From an optimization exercise on the open Yosys and OpenROAD flow, aimed at small area, a short achievable clock period and few clock cycles per item; shortcuts taken in it are not production practice. Only simulation tests tie the RTL to the original design; equivalence was not proved. No activity file was given, so power comes from the tool's default toggle rates.

== run a ==
==> flow/design.v <==
module regfile (
  input  logic        clk,
  input  logic        rst,
  input  logic        we,        
  input  logic [3:0]  wa,
  input  logic [31:0] wd,
  output logic [15:1] vld_next,  
  input  logic [15:1] sel1,
  input  logic        bp1,
  input  logic [31:0] bv1,
  input  logic [15:1] sel2,
  input  logic        bp2,
  input  logic [31:0] bv2,
  output logic [31:0] rd1,
  output logic [31:0] rd2
);
  logic [15:1][31:0] regs;
  logic [15:1]       vld;
  logic [15:1]       wsel;
  always_comb begin
    for (int k = 1; k < 16; k++) begin
      wsel[k]     = we && (wa == k);
      vld_next[k] = vld[k] | wsel[k];
    end
  end
  always_ff @(posedge clk) begin
    for (int k = 1; k < 16; k++) begin
      if (rst)           vld[k] <= 1'b0;
      else if (wsel[k])  vld[k] <= 1'b1;
      if (wsel[k])       regs[k] <= wd;
    end
  end
  always_comb begin
    rd1 = {32{bp1}} & bv1;
    rd2 = {32{bp2}} & bv2;
    for (int k = 1; k < 16; k++) begin
      rd1 = rd1 | ({32{sel1[k]}} & regs[k]);
      rd2 = rd2 | ({32{sel2[k]}} & regs[k]);
    end
  end
endmodule
module miniRV_top (
  input  logic        clk,
  input  logic        rst,
  output logic [31:0] imem_addr,
  input  logic [31:0] imem_rdata,
  output logic        dmem_we,
  output logic [31:0] dmem_addr,
  output logic [3:0]  dmem_wmask,
  output logic [31:0] dmem_wdata,
  input  logic [31:0] dmem_rdata,
  output logic        halt
);
  logic [31:2] pc;           
  logic [31:0] ir;           
  logic        x_wr;         
  logic        x_ld;         
  logic        x_st;         
  logic        x_jmp;        
  logic        x_add;        
  logic        x_lui;
  logic [3:0]  x_rd;
  logic [15:1] sel1, sel2;   
  logic        fw1, fw2;     
  logic        m_wr;         
  logic        m_ld;
  logic        m_lbu;
  logic [3:0]  m_rd;
  logic [31:0] m_res;        
  logic        st_q;
  logic [3:0]  wmask_q;
  logic [31:0] wdata_q;
  logic        halt_q;
  assign imem_addr  = {pc, 2'b00};
  assign dmem_we    = st_q;
  assign dmem_addr  = {m_res[31:2], 2'b00};
  assign dmem_wmask = wmask_q;
  assign dmem_wdata = wdata_q;
  assign halt       = halt_q;
  logic [31:0] wb;
  logic [7:0]  ld_byte;
  always_comb begin
    case (m_res[1:0])
      2'd0: ld_byte = dmem_rdata[7:0];
      2'd1: ld_byte = dmem_rdata[15:8];
      2'd2: ld_byte = dmem_rdata[23:16];
      default: ld_byte = dmem_rdata[31:24];
    endcase
    if (!m_ld)      wb = m_res;
    else if (m_lbu) wb = {24'd0, ld_byte};
    else            wb = dmem_rdata;
  end
  logic [15:1] vld_next;
  logic [31:0] v1, v2;
  regfile u_regfile (
    .clk      (clk),
    .rst      (rst),
    .we       (m_wr),
    .wa       (m_rd),
    .wd       (wb),
    .vld_next (vld_next),
    .sel1     (sel1),
    .bp1      (fw1),
    .bv1      (m_res),
    .sel2     (sel2),
    .bp2      (fw2),
    .bv2      (m_res),
    .rd1      (v1),
    .rd2      (v2)
  );
  logic [31:0] fi;
  assign fi = imem_rdata;
  logic f_lui, f_jalr, f_ebreak, f_add, f_store, f_load;
  assign f_lui    = ~fi[6] &  fi[2];
  assign f_jalr   =  fi[6] & ~fi[4];
  assign f_ebreak =  fi[6] &  fi[4];
  assign f_add    = ~fi[6] &  fi[5] & fi[4] & ~fi[2];
  assign f_store  = ~fi[6] &  fi[5] & ~fi[4];
  assign f_load   = ~fi[5] & ~fi[4];
  logic [3:0] f_rs1, f_rs2, f_rd;
  assign f_rd  = fi[10:7];
  assign f_rs1 = fi[18:15];
  assign f_rs2 = fi[23:20];
  logic f_use1, f_use2;
  assign f_use1 = ~f_lui;
  assign f_use2 = f_add | f_store;
  logic stall;
  assign stall = x_wr & x_ld & ((f_use1 & (f_rs1 == x_rd)) | (f_use2 & (f_rs2 == x_rd)));
  logic f_fw1, f_fw2;
  assign f_fw1 = x_wr & ~x_ld & (f_rs1 == x_rd) & f_use1;
  assign f_fw2 = x_wr & ~x_ld & (f_rs2 == x_rd);
  logic [15:1] f_sel1, f_sel2;
  always_comb begin
    for (int k = 1; k < 16; k++) begin
      f_sel1[k] = (f_rs1 == k) && vld_next[k] && !f_fw1 && f_use1;
      f_sel2[k] = (f_rs2 == k) && vld_next[k] && !f_fw2;
    end
  end
  logic [31:0] imm;
  assign imm[31:12] = x_lui ? ir[31:12] : {20{ir[31]}};
  assign imm[11:5]  = x_lui ? 7'd0 : ir[31:25];
  assign imm[4:0]   = x_lui ? 5'd0 : (x_st ? ir[11:7] : ir[24:20]);
  logic [31:0] opb, sum;
  assign opb = x_add ? v2 : imm;
  assign sum = v1 + opb;
  logic f_go;    
  assign f_go = ~stall & ~x_jmp;
  always_ff @(posedge clk) begin
    if (rst) begin
      x_wr   <= 1'b0;
      x_st   <= 1'b0;
      x_jmp  <= 1'b0;
      halt_q <= 1'b0;
      m_wr   <= 1'b0;
      st_q   <= 1'b0;
    end else begin
      x_wr   <= f_go & ~f_store & (f_rd != 4'd0);
      x_st   <= f_go & f_store;
      x_jmp  <= f_go & f_jalr;
      halt_q <= f_go & f_ebreak;
      m_wr   <= x_wr;
      st_q   <= x_st;
    end
  end
  logic [31:2] pc_ones;    
  always_comb begin
    pc_ones[2] = 1'b1;
    for (int i = 3; i < 32; i++) pc_ones[i] = pc_ones[i-1] & pc[i-1];
  end
  logic [31:2] pc_seq;
  assign pc_seq = pc ^ (pc_ones & {30{~stall}});
  always_ff @(posedge clk) begin
    if (rst)        pc <= 30'h2000_0000;
    else if (x_jmp) pc <= sum[31:2];
    else            pc <= pc_seq;
  end
  always_ff @(posedge clk) begin
    ir    <= fi;
    x_ld  <= f_load;
    x_add <= f_add;
    x_lui <= f_lui;
    x_rd  <= f_rd;
    sel1  <= f_sel1;
    sel2  <= f_sel2;
    fw1   <= f_fw1;
    fw2   <= f_fw2;
    m_ld    <= x_ld;
    m_lbu   <= ir[14];
    m_rd    <= x_rd;
    m_res   <= x_jmp ? {pc, 2'b00} : sum;
    wmask_q <= ir[13] ? 4'b1111 : (4'b0001 << sum[1:0]);
    wdata_q <= ir[13] ? v2 : {4{v2[7:0]}};
  end
endmodule
clock: 13.0 ns
lec_check: 0
cap_margin: 20
core_margin: 2
core_utilization: 60
place_density: 0.72
slew_margin: 20
standard.sh (not shown) runs the stock make flow with config.mk's settings and CLKGATE_MAP_FILE= SYNTH_SCRIPT=/design/flow/synth_recipe.tcl, a recipe that flattens the netlist after the stock synthesis.
==> flow/flow/run.sh <==
#!/bin/bash
# Layout flow: the standard ORFS flow (standard.sh, unchanged synthesis) with
#  - timing repair asked to leave a setup margin, so that the layout is optimised for a
#    period well below the design's 13 ns (the SDC itself is not changed),
#  - port buffers of a plain buffer cell (buf_2) instead of the delay-buffer cell that
#    buffer_ports picks by default, and sizing not limited to same-footprint cells,
#    so that the port buffers can be sized like any other cell,
#  - clock tree sinks clustered 30 to a buffer within 60 um, with no dummy loads.
# make's full output goes to standard.log in the work folder; ORFS's per-step logs are
# under orfs/logs/.
set -euo pipefail
export SETUP_SLACK_MARGIN=${FLOW_SETUP_MARGIN:-9.0}
export CTS_ARGS="-sink_clustering_enable -repair_clock_nets -dont_use_dummy_load -sink_clustering_size 30 -sink_clustering_max_diameter 60"
export BUFFER_PORTS_ARGS="-buffer_cell sky130_fd_sc_hd__buf_2"
bash standard.sh MATCH_CELL_FOOTPRINT=0 finish > standard.log 2>&1
Testbench counts of run a, summed over its fixed seeds: cycles 33,477, instructions 31,279.
Edits applied to the flow inputs when going from run a to run b:
# run a
export LEC_CHECK = 0
export CAP_MARGIN = 20
export CORE_MARGIN = 2
export CORE_UTILIZATION = 60
export PLACE_DENSITY = 0.72
export SLEW_MARGIN = 20
create_clock -name core_clock -period 13.0 [get_ports {clk}]
# run b
export LEC_CHECK = 0
export CAP_MARGIN = 20
export CORE_MARGIN = 2
export CORE_UTILIZATION = 55
export SLEW_MARGIN = 20
create_clock -name core_clock -period 13.0 [get_ports {clk}]
==> comparison <==
Delta (run b minus run a): utilization fell 5.6 points; worst hold margin fell 0.0049 ns; worst setup slack fell 0.050 ns; number of stages on the worst setup path about even.
As far as cell area after layout is concerned, run b and run a perform about the same.
As far as xor-xnor portion of the synthesized cell area is concerned, run a and run b perform about the same.
In the metrics for run a and run b, the one carrying the lower transition time at the pin with the least slew margin is run a.
The routed wire length in run b is 1.07 times that in run a.
Run b vs run a, library cell contributing the largest single delay on the critical path: sky130_fd_sc_hd__a2111o_1 vs sky130_fd_sc_hd__nand4_1
Diff run a -> run b: net switching power figure saw an increase; routability-driven placement congestion ratio saw an increase; largest voltage drop on the vdd net saw an increase.

========
Starts from the design.v that is shown in full above.
==> flow/config.mk <==
export PLATFORM = sky130hd
export DESIGN_NAME = miniRV_top
export DESIGN_NICKNAME = miniRV_top
export VERILOG_FILES = /design/flow/design.v
export SDC_FILE = /design/flow/constraint.sdc
export NUM_CORES = 4
export LEC_CHECK = 0
export CAP_MARGIN = 20
export CORE_MARGIN = 2
export CORE_UTILIZATION = 60
export CTS_CLUSTER_DIAMETER = 60
export CTS_CLUSTER_SIZE = 30
export SETUP_SLACK_MARGIN = 5
export SLEW_MARGIN = 20
==> flow/constraint.sdc <==
create_clock -name core_clock -period 13.0 [get_ports {clk}]
set_input_delay 2.6000 -clock core_clock [delete_from_list [all_inputs] [get_ports {clk}]]
set_output_delay 2.6000 -clock core_clock [all_outputs]
set_load 0.01 [all_outputs]
run.sh (not shown) runs the stock make flow with config.mk's settings and CLKGATE_MAP_FILE= SYNTH_SCRIPT=/design/flow/synth_recipe.tcl, a recipe that flattens the netlist after the stock synthesis.
Stock flow here: none of the scripts above is used.
The first run finished with timing, DRC and antenna clean.
Testbench counts at the start, summed over its fixed seeds: cycles 33,477, instructions 31,279.
Next try:
==> flow/flow/run.sh (new file) <==
#!/bin/bash
# Layout flow: the standard ORFS flow (standard.sh, unchanged synthesis) with
#  - timing repair asked to leave a setup margin, so that the layout is optimised for a
#    period well below the design's 13 ns (the SDC itself is not changed),
#  - port buffers of a plain buffer cell (buf_2) instead of the delay-buffer cell that
#    buffer_ports picks by default, and sizing not limited to same-footprint cells,
#    so that the port buffers can be sized like any other cell,
#  - clock tree sinks clustered 30 to a buffer within 60 um, with no dummy loads.
# make's full output goes to standard.log in the work folder; ORFS's per-step logs are
# under orfs/logs/.
set -euo pipefail
export SETUP_SLACK_MARGIN=${FLOW_SETUP_MARGIN:-9.0}
export CTS_ARGS="-sink_clustering_enable -repair_clock_nets -dont_use_dummy_load -sink_clustering_size 30 -sink_clustering_max_diameter 60"
export BUFFER_PORTS_ARGS="-buffer_cell sky130_fd_sc_hd__buf_2"
bash standard.sh MATCH_CELL_FOOTPRINT=0 finish > standard.log 2>&1
==> flow/standard.sh (new file) <==
#!/bin/bash
# synth_recipe.tcl (not shown) runs the flow's synth.tcl, then flattens the netlist and writes it again
# the make line also repeats each setting of config.mk as NAME=value (left out here)
make -C /OpenROAD-flow-scripts/flow DESIGN_CONFIG=/design/flow/config.mk WORK_HOME=/design/flow/orfs CLKGATE_MAP_FILE= SYNTH_SCRIPT=/design/flow/synth_recipe.tcl "${@:-finish}"
CTS_CLUSTER_DIAMETER = not set   (was 60)
CTS_CLUSTER_SIZE = not set   (was 30)
SETUP_SLACK_MARGIN = not set   (was 5)
removed: flow/run.sh
=>
- synthesized area does not change
- wire length goes up by a few percent
- worst setup slack gets better by 1.0 ns
Next try:
GPL_TIMING_DRIVEN = 0   (was not set)
Clock-buffer cell count came out lower by 1.
Final area rose by a few percent.
Final cell count went up by a few percent.
Wire length came out higher by roughly a tenth.
Combinational power increases by roughly a tenth.
Worst setup slack gets worse by 0.16 ns.
First-iteration DRC count grows by about a fifth.
Power came out higher slightly.
Utilization rises by 1.6 points.
Next try:
--- a/flow/flow/run.sh
+++ b/flow/flow/run.sh
@@ -10,5 +10,5 @@
 # under orfs/logs/.
 set -euo pipefail
-export SETUP_SLACK_MARGIN=${FLOW_SETUP_MARGIN:-9.0}
+export SETUP_SLACK_MARGIN=${FLOW_SETUP_MARGIN:-9.1}
 export CTS_ARGS="-sink_clustering_enable -repair_clock_nets -dont_use_dummy_load -sink_clustering_size 30 -sink_clustering_max_diameter 60"
 export BUFFER_PORTS_ARGS="-buffer_cell sky130_fd_sc_hd__buf_2"
GPL_TIMING_DRIVEN = not set   (was 0)
Effect: The changed run produced a clean layout; global-route usage decreases by 5.6 points; utilization is lower by 1.2 points; routed wire length shrinks by about 11%; sequential share of layout area rises by 1.0 points; die area stays the same; sequential power barely changes; combinational power shrinks by about 8%; total power goes up by about 0.34%.

==> separate check: timing with driven ports <==
No port has a modelled driver above. Below, the same layouts with a new extraction and two added sets of constraints.
Step 1 assumes that a clkbuf_16 drives the clock port and a buf_2 every other input.
Step 2 also shifts input and output timing later by t, the mid clock arrival at the registers, as if the neighbouring blocks saw the same clock.
a / b / c = ideal / step 1 / step 2; a / b = the first two.
| run | t (ns) | setup slack, ns | worst hold slack (ns) | latest minus earliest clock arrival (ns) | worst data-port slew with drivers (ns) |
|---|---|---|---|---|---|
| run a | 0.657 | 8.905 / 8.905 / 8.319 | 0.371 / 0.371 / 0.371 | 0.085 / 0.084 | 0.07 |
| run b | 0.669 | 8.855 / 8.855 / 8.380 | 0.366 / 0.366 / 0.366 | 0.062 / 0.062 | 0.07 |
| the first run of note 2 | 0.676 | 7.936 / 7.936 / 7.495 | 0.391 / 0.391 / 0.391 | 0.048 / 0.049 | 0.04 |
| the second run of note 2 | 0.662 | 8.932 / 8.892 / 8.415 | 0.396 / 0.396 / 0.396 | 0.044 / 0.044 | 0.04 |
| the third run of note 2 | 0.659 | 8.770 / 8.770 / 8.235 | 0.374 / 0.374 / 0.374 | 0.056 / 0.055 | 0.05 |
| the fourth run of note 2 | 0.667 | 8.922 / 8.932 / 8.265 | 0.408 / 0.408 / 0.408 | 0.075 / 0.075 | 0.07 |
After both steps setup and hold are still met in every run listed. For the fourth run of note 2, which loses most, drivers alone change the setup slack by +0.010 ns; drivers and shift together by -0.657 ns.
